From an optimization exercise on the open Yosys and OpenROAD flow, aimed at small area and a short achievable clock period; shortcuts taken in it are not production practice. The RTL was checked by simulation tests, not by an equivalence proof against the original design.

==> flow/design.v, too long to show whole: its modules and the start of the top module <==
// module dit_fft_8: 5105 lines
// module fa: 6 lines
// module ha: 6 lines
module dit_fft_8(clk,rst_n,in1r,in1i,in2r,in2i,in3r,in3i,in4r,in4i,in5r,in5i,in6r,in6i,in7r,in7i,in8r,in8i,y1r,y1i,y2r,y2i,y3r,y3i,y4r,y4i,y5r,y5i,y6r,y6i,y7r,y7i,y8r,y8i,write,start,ready);
  // ...
==> flow/flow/run.sh <==
#!/bin/bash
# The standard layout, with small buffers on the ports (timing repair
# upsizes the ones that need it). make's full output goes to make.log here;
# ORFS keeps each step's own log under orfs/logs.
set -euo pipefail
export BUFFER_PORTS_ARGS="-buffer_cell sky130_fd_sc_hd__buf_2"
bash standard.sh > make.log 2>&1
==> flow/standard.sh <==
#!/bin/bash
# synth_recipe.tcl (not shown) runs the flow's synth.tcl, then flattens the netlist and writes it again
# the make line also repeats each setting of config.mk as NAME=value (left out here)
make -C /OpenROAD-flow-scripts/flow DESIGN_CONFIG=/design/flow/config.mk WORK_HOME=/design/flow/orfs CLKGATE_MAP_FILE= SYNTH_SCRIPT=/design/flow/synth_recipe.tcl "${@:-finish}"
==> flow/config.mk <==
export PLATFORM = sky130hd
export DESIGN_NAME = dit_fft_8
export DESIGN_NICKNAME = dit_fft_8
export VERILOG_FILES = /design/flow/design.v
export SDC_FILE = /design/flow/constraint.sdc
export NUM_CORES = 4
export LEC_CHECK = 0
export CAP_MARGIN = 20
export CORE_MARGIN = 2
export CORE_UTILIZATION = 40
export SETUP_SLACK_MARGIN = 4.5
export SLEW_MARGIN = 20
export SYNTH_HIERARCHICAL = 1
==> flow/constraint.sdc <==
create_clock -name core_clock -period 10.0 [get_ports {clk}]
set_input_delay 2.0000 -clock core_clock [delete_from_list [all_inputs] [get_ports {clk}]]
set_output_delay 2.0000 -clock core_clock [all_outputs]
set_load 0.01 [all_outputs]
==> key figures, run 1 <==
Global route
  – Met2 Resource Use GR: 45.1%

Setup path
  – Peak per-stage delay on the critical path: roughly 0.4 ns
  – CP Launch Point: NE2i[5]
  – Worst EP required: about 8 ns
  – Slowest CP cell: edfxtp_1
  – CP startpoint kind: flip-flop
  – CP Depth: 12

STA
  – Setup_tns: 0 ns
  – Clk_skew: between 0.04 and 0.05 ns
  – WHS: 0.413 ns
  – Min Tclk post-route: between 5 and 6 ns

Final layout
  – Inverters excl. clock: between 1000 and 1500
  – Non-clock buffer share: under 10%
  – Dominant kind of cell: multi-input combinational cells
  – Final-layout clock-cell area share: 1.97%

Yosys
  – Synth Warn #: 7
  – Most used DFF post-synth: edfxtp_1
  – Seq/Total Area, Yosys: 21.9%
  – Unique masters post-synth: 74

Route
  – DR WL/cell: 24.2 um
  – DRC: 0
  – DR pass1 iterations: 5

Clocking
  – Num CTS Buffers: 58
  – Clock tree buffer depth: 3

Floorplanning
  – Die ar.: 0.178 mm2

Run status
  – Status: complete, no violations

Min path
  – Hold Crit Start: E2r[1]
==> run 2: changes to the inputs <==
--- a/flow/config.mk
+++ b/flow/config.mk
@@ -8,6 +8,6 @@
 export CAP_MARGIN = 20
 export CORE_MARGIN = 2
 export CORE_UTILIZATION = 40
-export SETUP_SLACK_MARGIN = 4.5
+export SETUP_SLACK_MARGIN = 3.0
 export SLEW_MARGIN = 20
 export SYNTH_HIERARCHICAL = 1
==> run 2 against run 1 <==
Still clean. Sequential cell count unchanged. Non-clock buffer count decreased by 642. Sequential share of layout area rose by 3.5 points. First-iteration DRC count fell by 4.2%. Worst setup slack lost 1.0 ns. Count of clock-buffer cells in the layout increased by 2. Synthesized cell count is the same. Clock skew grew 0.053 ns. Final cell count shrank 6.5%. Critical endpoint is now y3i[1].
==> key figures, run 2 <==
Global route
  – Total GRT Usage: 24.4% (was 26.2%)
  – Largest net degree at the start of global routing: 161 (was 136)
  – Initial antenna violation count: 6 (was 10)
  – First-pass GRT wire length: 321000 um (was 344000 um)
  – Vias in the first global route: 50000 (was 53800)
  – GRT overflow: 0 (unchanged)

Yosys
  – Async set-reset flop share out of synthesis: 0% (unchanged)
  – Seq cells post-synth: 509 (unchanged)
  – Mapped Area: 0.0697 mm2 (unchanged)
  – Post-synth top area share: 28.5% (unchanged)
  – Top-count cell post-synth: inv_1 (unchanged)
  – Leading area contributor after synthesis: fa_1 (unchanged)
  – Seq/Total Area, Yosys: 21.9% (unchanged)
  – Syn Area/Cell: 10.9 um2 (unchanged)
  – Most used DFF post-synth: edfxtp_1 (unchanged)
  – Synth cell count leaders: inv_1, fa_1, ha_1 (unchanged)
  – Top cells by area, synth: fa_1, edfxtp_1, ha_1 (unchanged)
  – EDFF count, synth: 506 (unchanged)
  – Synth Warn #: 7 (unchanged)
  – Post-synthesis cell count: 6395 (unchanged)
  – Unique masters post-synth: 74 (unchanged)

Setup path
  – CP Cell Sequence: inv_1 > ha_1 > nor3_1 > nand2_1 > nor4_1 > or4b_1 > nand3_2 > mux2i_1 > xnor2_1 > buf_2 (was inv_2 > ha_4 > inv_4 > ha_4 > nand4_1 > a221oi_4 > o21ai_2 > mux2_4 > nand2_8 > mux2i_4 > xor2_2 > buf_2)
  – Worst endpoint data arrival time: 4.75 ns (was 3.71 ns)
  – Worst R2R Setup Slack: 3.63 ns (was 4.34 ns)
  – RR Startpoint: O3r[8] (was O3r[5])
  – Worst R2R Path Depth: 18 (unchanged)
  – Crit. End Element: primary output (unchanged)
  – Slowest CP cell: xnor2_1 (was edfxtp_1)
  – R2r endpoint: NS3[14] (unchanged)
  – CP startpoint kind: flip-flop (unchanged)
  – Peak per-stage delay on the critical path: 0.87 ns (was 0.40 ns)
  – Worst EP required: 8.00 ns (about the same)
  – WS Path Type: reg2out (unchanged)
  – Max FO, Critical Path: 15 (was 7)

Final layout
  – Core Util, Final: 44.5% (was 54.2%)
  – Leading cell type in the layout, fill and taps excluded: inv_1 (unchanged)
  – Finished Layout Cells: 9287 (was 9931)
  – P&R area growth vs syn: 10.8% (was 35.0%)
  – Share of cells above drive strength 1: 10.9% (was 35.8%)
  – Most frequent cells in the layout: inv_1, fa_1, ha_1, buf_2, edfxtp_1 (was inv_1, fa_1, ha_1, buf_4, edfxtp_1)
  – Layout Nets: 9054 (was 9702)

Placement
  – Placer Congestion: 1.01 (was 0.955)
  – Post-DP HPWL: 192000 um (was 193000 um)
  – Inst Count DP: 9169 (was 9175)
  – Number of port buffers: 516 (unchanged)
  – Place WS: 2.67 ns (was 2.76 ns)

Min path
  – Worst Hold Path Cells: 0 (unchanged)
  – Hold Crit Start: E0i[0] (was E2r[1])
  – Hold WC Path Type: reg2reg (unchanged)
  – Hold path endpoint: NE0i[0] (was NE2r[1])

STA
  – Setup_tns: 0 ns (unchanged)
  – Final worst setup slack: 3.25 ns (was 4.29 ns)
  – Final Hold Viols: 0 (unchanged)
  – Final Max Slew Viols: 0 (unchanged)
  – Relative slew slack: 21.5% (was 18.2%)
  – RSZ-0062 raised after global routing: false (was true)
  – Achievable clock frequency: 148 MHz (was 175 MHz)
  – Min Tclk post-route: 6.75 ns (was 5.71 ns)
  – Clk_skew: 0.102 ns (was 0.0490 ns)
  – Worst Tran Pin Value: 1.17 ns (was 1.23 ns)
  – Final period util: 67.5% (was 57.1%)
  – # setup viols final: 0 (unchanged)

Floorplanning
  – Num rows: 153 (unchanged)
  – Die width: 421 um (unchanged)
  – Core region area: 0.173 mm2 (unchanged)
  – Die ar.: 0.178 mm2 (unchanged)
  – IO Pins: 517 (unchanged)
  – Initial cell density of the core: 40.2% (unchanged)
  – Die Y-Extent: 421 um (unchanged)

Clocking
  – Post-CTS Resized: 0 (was 911)
  – Clk sink count: 509 (unchanged)
  – Htree depth: 2 (unchanged)
  – CTS tree: yes (unchanged)
  – Hold Buf Count CTS: 0 (unchanged)
  – Num CTS Buffers: 60 (was 58)
  – Worst-Skew Late Latency: 0.74 ns (was 0.70 ns)
  – Post-CTS Setup Inserts: 0 (was 355)
  – Clock transition at path regs: 0.06 ns (was 0.07 ns)
  – Clock tree buffer depth: 3 (unchanged)
  – Clock root buffer: clkbuf_16 (unchanged)

Route
  – DR WL/cell: 23.5 um (was 24.2 um)
  – DR pass1 iterations: 5 (unchanged)
  – Total wire length: 218000 um (was 240000 um)
  – Final ANT Viol Nets: 0 (unchanged)
  – Initial DRC Count: 2922 (was 3049)
  – DRC: 0 (unchanged)
  – DR vias: 47600 (was 51600)
  – Vias per cell: 5.12 (was 5.19)

Run status
  – Status: complete, no violations (unchanged)

Flow run
  – MaxCap Viol Count: 0 (unchanged)
[run 2: worst max path at each step]
stage / startpoint / slack [ns] / end / cells past startpoint
after global placement: in4i[15] / 2.74 / O2i[14] / 14
after CTS: NE2i[6] / 3.29 / y3i[1] / 10
after floorplan: in2i[15] / 3.34 / O1i[15] / 17
final: NE2i[6] / 3.25 / y3i[1] / 10
after global routing: NE3i[1] / 3.13 / y8i[1] / 12
after detailed placement: in4i[15] / 2.67 / O2i[14] / 15
[run 2: critical path: cells and delay by family (launching register included)]
family | cells | cell delay (ns)
xor+xnor | 1 | 0.87
fa+ha+maj | 1 | 0.33
buf+inv | 2 | 0.36
flops | 1 | 0.43
mux | 1 | 0.27
simple gates | 5 | 1.78
[run 2: cell type report]
class,instances,area (um2)
tap,2325,2910
inverter,1424,5350
clock inverter,50,753
sequential,509,15300
antenna,4,10.0
fill,16500,96200
clock buffer,64,1520
multi-input combinational,4372,48600
timing repair buffer,539,2780
[run 2: routing by layer]
layer | vias to the layer above | GRT usage [%] | wire length [um]
li1 | 22000 | - | -
met1 | 24100 | 31.6 | 92200
met2 | 1223 | 41.5 | 105000
met3 | 287 | 2.74 | 9540
met4 | 6 | 10.4 | 11100
met5 | - | 0 | 41
[run 2: cells by family after synthesis]
group | share of synthesized area, %
fa+ha+maj | 44.6
buf+inv | 8.42
compound gates | 8.42
simple gates | 5.13
xor+xnor | 8.36
flops | 21.9
mux | 3.18
other cells | 0.00538
[run 2: through the flow]
step | hold WS [ns] | instance area (um2)
final | 0.410 | 77200
after global routing | 0.410 | 77200
after CTS | 0.398 | 77200
after detailed placement | 0.405 | 74900
after global placement | 0.401 | 74900
after floorplan | 0.400 | 69700
[run 2: per-module statistics from Yosys (local to each module, per instance)]
module,flip-flops and latches,cells inside,times used,cell area (um2)
fa,0,1,816,20.0
dit_fft_8,509,5393,1,51000
ha,0,1,186,12.5
==> run 3: changes to the inputs <==
--- a/flow/config.mk
+++ b/flow/config.mk
@@ -8,6 +8,6 @@
 export CAP_MARGIN = 20
 export CORE_MARGIN = 2
 export CORE_UTILIZATION = 40
-export SETUP_SLACK_MARGIN = 3.0
+export SETUP_SLACK_MARGIN = 4.0
 export SLEW_MARGIN = 20
 export SYNTH_HIERARCHICAL = 1
==> run 3 against run 2 <==
Wire length grew 1.2%. Non-clock buffer count grew 104.
==> key figures, run 3 <==
Final layout
  – Most frequent cells in the layout: inv_1, fa_1, ha_1, edfxtp_1, buf_2 (was inv_1, fa_1, ha_1, buf_2, edfxtp_1)
  – Fill cells: 16200 (was 16500)
  – Share of cells above drive strength 1: 15.7% (was 10.9%)
  – Layout Nets: 9166 (was 9054)
  – FF/Latch Area: 0.0153 mm2 (unchanged)
  – Multi-input gate area: 0.0510 mm2 (was 0.0486 mm2)
  – P&R area growth vs syn: 15.6% (was 10.8%)
  – Leading cell type in the layout, fill and taps excluded: inv_1 (unchanged)

Yosys
  – Top-count cell post-synth: inv_1 (unchanged)
  – Synth Warn #: 7 (unchanged)
  – Async set-reset flop share out of synthesis: 0% (unchanged)
  – Seq cells post-synth: 509 (unchanged)
  – Unique masters post-synth: 74 (unchanged)
  – Post-synth top area share: 28.5% (unchanged)
  – Leading area contributor after synthesis: fa_1 (unchanged)
  – EDFF count, synth: 506 (unchanged)
  – Top cells by area, synth: fa_1, edfxtp_1, ha_1 (unchanged)
  – Syn Area/Cell: 10.9 um2 (unchanged)
  – Synth cell count leaders: inv_1, fa_1, ha_1 (unchanged)
  – Post-synthesis cell count: 6395 (unchanged)
  – Most used DFF post-synth: edfxtp_1 (unchanged)
  – Seq/Total Area, Yosys: 21.9% (unchanged)
  – Mapped Area: 0.0697 mm2 (unchanged)

Clocking
  – Num CTS Buffers: 66 (was 60)
  – Htree depth: 3 (was 2)
  – Clock transition at path regs: 0.06 ns (about the same)
  – CTS tree: yes (unchanged)
  – Clk sink count: 509 (unchanged)
  – Worst-Skew Late Latency: 0.66 ns (was 0.74 ns)
  – Hold Buf Count CTS: 0 (unchanged)
  – Clock root buffer: clkbuf_16 (unchanged)
  – Clock tree buffer depth: 3 (unchanged)

Setup path
  – Worst EP required: 8.00 ns (about the same)
  – Worst R2R Path Depth: 16 (was 18)
  – RR Startpoint: O3i[15] (was O3r[8])
  – CP startpoint kind: flip-flop (unchanged)
  – Max FO, Critical Path: 12 (was 15)
  – R2r endpoint: ND3[15] (was NS3[14])
  – Peak per-stage delay on the critical path: 0.59 ns (was 0.87 ns)
  – Worst endpoint data arrival time: 3.97 ns (was 4.75 ns)
  – CP Cell Sequence: inv_1 > ha_1 > o21bai_1 > nor4b_4 > nor4_4 > a221oi_1 > nand3_4 > mux2i_1 > xnor2_2 > buf_2 (was inv_1 > ha_1 > nor3_1 > nand2_1 > nor4_1 > or4b_1 > nand3_2 > mux2i_1 > xnor2_1 > buf_2)
  – Worst path top cell family by delay: simple AND/OR/NAND/NOR gates (unchanged)
  – Worst R2R Setup Slack: 4.22 ns (was 3.63 ns)
  – Worst path buffer plus inverter count: 2 (unchanged)
  – Crit. End Element: primary output (unchanged)
  – WS Path Type: reg2out (unchanged)
  – Slowest CP cell: xnor2_2 (was xnor2_1)

Global route
  – Vias in the first global route: 50900 (was 50000)
  – GRT overflow: 0 (unchanged)
  – First-pass GRT wire length: 325000 um (was 321000 um)
  – Total GRT Usage: 24.7% (was 24.4%)
  – Initial antenna violation count: 14 (was 6)
  – Largest net degree at the start of global routing: 158 (was 161)

Route
  – Initial DRC Count: 2937 (was 2922)
  – Final ANT Viol Nets: 0 (unchanged)
  – Total wire length: 221000 um (was 218000 um)
  – Vias per cell: 5.14 (was 5.12)
  – DRC: 0 (unchanged)
  – DR pass1 iterations: 7 (was 5)
  – DR vias: 48300 (was 47600)
  – DR WL/cell: 23.5 um (about the same)

Floorplanning
  – Die ar.: 0.178 mm2 (unchanged)
  – Die width: 421 um (unchanged)
  – Num rows: 153 (unchanged)
  – Core region area: 0.173 mm2 (unchanged)
  – IO Pins: 517 (unchanged)
  – Initial cell density of the core: 40.2% (unchanged)
  – Die Y-Extent: 421 um (unchanged)

STA
  – Achievable clock frequency: 168 MHz (was 148 MHz)
  – Relative slew slack: 17.1% (was 21.5%)
  – Setup_tns: 0 ns (unchanged)
  – Final Hold Viols: 0 (unchanged)
  – Final worst setup slack: 4.03 ns (was 3.25 ns)
  – Final Max Slew Viols: 0 (unchanged)
  – WHS: 0.409 ns (was 0.410 ns)
  – Worst Tran Pin Value: 1.23 ns (was 1.17 ns)
  – Clk_skew: 0.0325 ns (was 0.102 ns)
  – Final period util: 59.7% (was 67.5%)
  – # setup viols final: 0 (unchanged)
  – Min Tclk post-route: 5.97 ns (was 6.75 ns)
  – RSZ-0062 raised after global routing: true (was false)

Min path
  – Hold path endpoint: NO0r[1] (was NE0i[0])
  – Hold Crit Start: O0r[1] (was E0i[0])
  – Hold WC Path Type: reg2reg (unchanged)
  – Worst Hold Path Cells: 0 (unchanged)

Run status
  – Status: complete, no violations (unchanged)

Placement
  – Post-DP HPWL: 191000 um (was 192000 um)
  – Placer Congestion: 1.04 (was 1.01)
  – Place WS: 2.86 ns (was 2.67 ns)
  – Number of port buffers: 516 (unchanged)

Flow run
  – MaxCap Viol Count: 0 (unchanged)
==> run 3: cell counts after synthesis <==
Identical to the previous run, type by type.
==> run 3: per-module statistics from Yosys, one instance, submodules excluded <==
module / flops+latches / cells inside / area (um2)
dit_fft_8: 509 / 5393 / 51000
ha: 0 / 1 / 12.5
fa: 0 / 1 / 20.0
==> run 3: final cells by class <==
| cell class | instances | area share, % |
|---|---|---|
| Multi-Input combinational cell | 4374 | 63.4 |
| Sequential cell | 509 | 18.9 |
| Inverter | 1424 | 6.65 |
| Timing Repair Buffer | 643 | 4.81 |
| Tap cell | 2325 | 3.61 |
| Clock buffer | 74 | 2.11 |
| Clock inverter | 43 | 0.471 |
| Antenna cell | 7 | 0.0218 |
==> run 3: layer usage <==
layer	vias up	GRT usage [%]	routed length, um
met5	-	0	13
met4	2	10.3	10900
met3	316	2.51	10100
met2	1315	42.4	108000
met1	24500	31.9	92100
li1	22200	-	-
==> run 3: worst max path at each step <==
stage | start | to | cells past startpoint
global route | in2i[15] | O2i[15] | 18
CTS | NO2r[5] | y7i[9] | 12
floorplan | rst_n | E0i[0] | 2
detailed placement | in5r[15] | E2r[15] | 16
global placement | in5r[15] | E2r[15] | 16
finish | NE2i[0] | y3i[1] | 10
==> run 3: timing repair <==
action                                  4_1_cts  5_1_grt
gates resized for setup                     109      202
pin swaps                                    14       33
endpoints found under the setup margin      209      196
buffers inserted                             32       70
cloned                                        0        6
==> run 3: logic make-up after synthesis <==
| family | share of synthesized area, % |
|---|---|
| DFF | 21.9 |
| and+or+nand+nor | 5.13 |
| adders and majority gates | 44.6 |
| muxes | 3.18 |
| AOI/OAI and AO/OA | 8.42 |
| buffers and inverters | 8.42 |
| other | 0.00538 |
| xor gates and xnor gates | 8.36 |
==> run 3: per-stage QoR <==
step | cell area (um2) | util, % | std cells
after CTS | 78800 | 45.4 | 9316
after floorplan | 70900 | - | 6402
after global routing | 80500 | 46.4 | 9394
final | 80500 | 46.4 | 9399
after detailed placement | 75800 | 43.7 | 9167
after global placement | 75800 | 43.7 | 9167

-- what the ideal ports hide --
How much do the figures lean on ideal ports? The routed layouts below were timed once more, with nothing changed but the port constraints. Step 1 (the two cells are an assumption about what drives the block):
set clk [get_ports {clk}]
set_driving_cell -lib_cell sky130_fd_sc_hd__clkbuf_16 $clk
set_driving_cell -lib_cell sky130_fd_sc_hd__buf_2 [delete_from_list [all_inputs] $clk]
Step 2, shift: input delay + t, output delay - t, t = (earliest + latest rising clock arrival at the registers) / 2. This alone moves slack from input paths to output paths. a / b / c = ideal / step 1 / step 2; a / b = the first two.
| run | t (ns) | setup WS [ns] | worst hold slack (ns) | cell pins on the clock port's net |
|---|---|---|---|---|
| run 1 | 0.759 | 4.286 / 4.209 / 3.708 | 0.413 / 0.413 / 0.413 | 1 |
| run 2 | 0.763 | 3.251 / 3.172 / 2.622 | 0.410 / 0.410 / 0.410 | 1 |
| run 3 | 0.728 | 4.031 / 3.950 / 3.403 | 0.409 / 0.409 / 0.409 | 1 |
After both steps setup and hold are still met in every run listed. The setup slack of run 2, which loses most, moves by -0.079 ns with the drivers and by -0.629 ns with both steps.
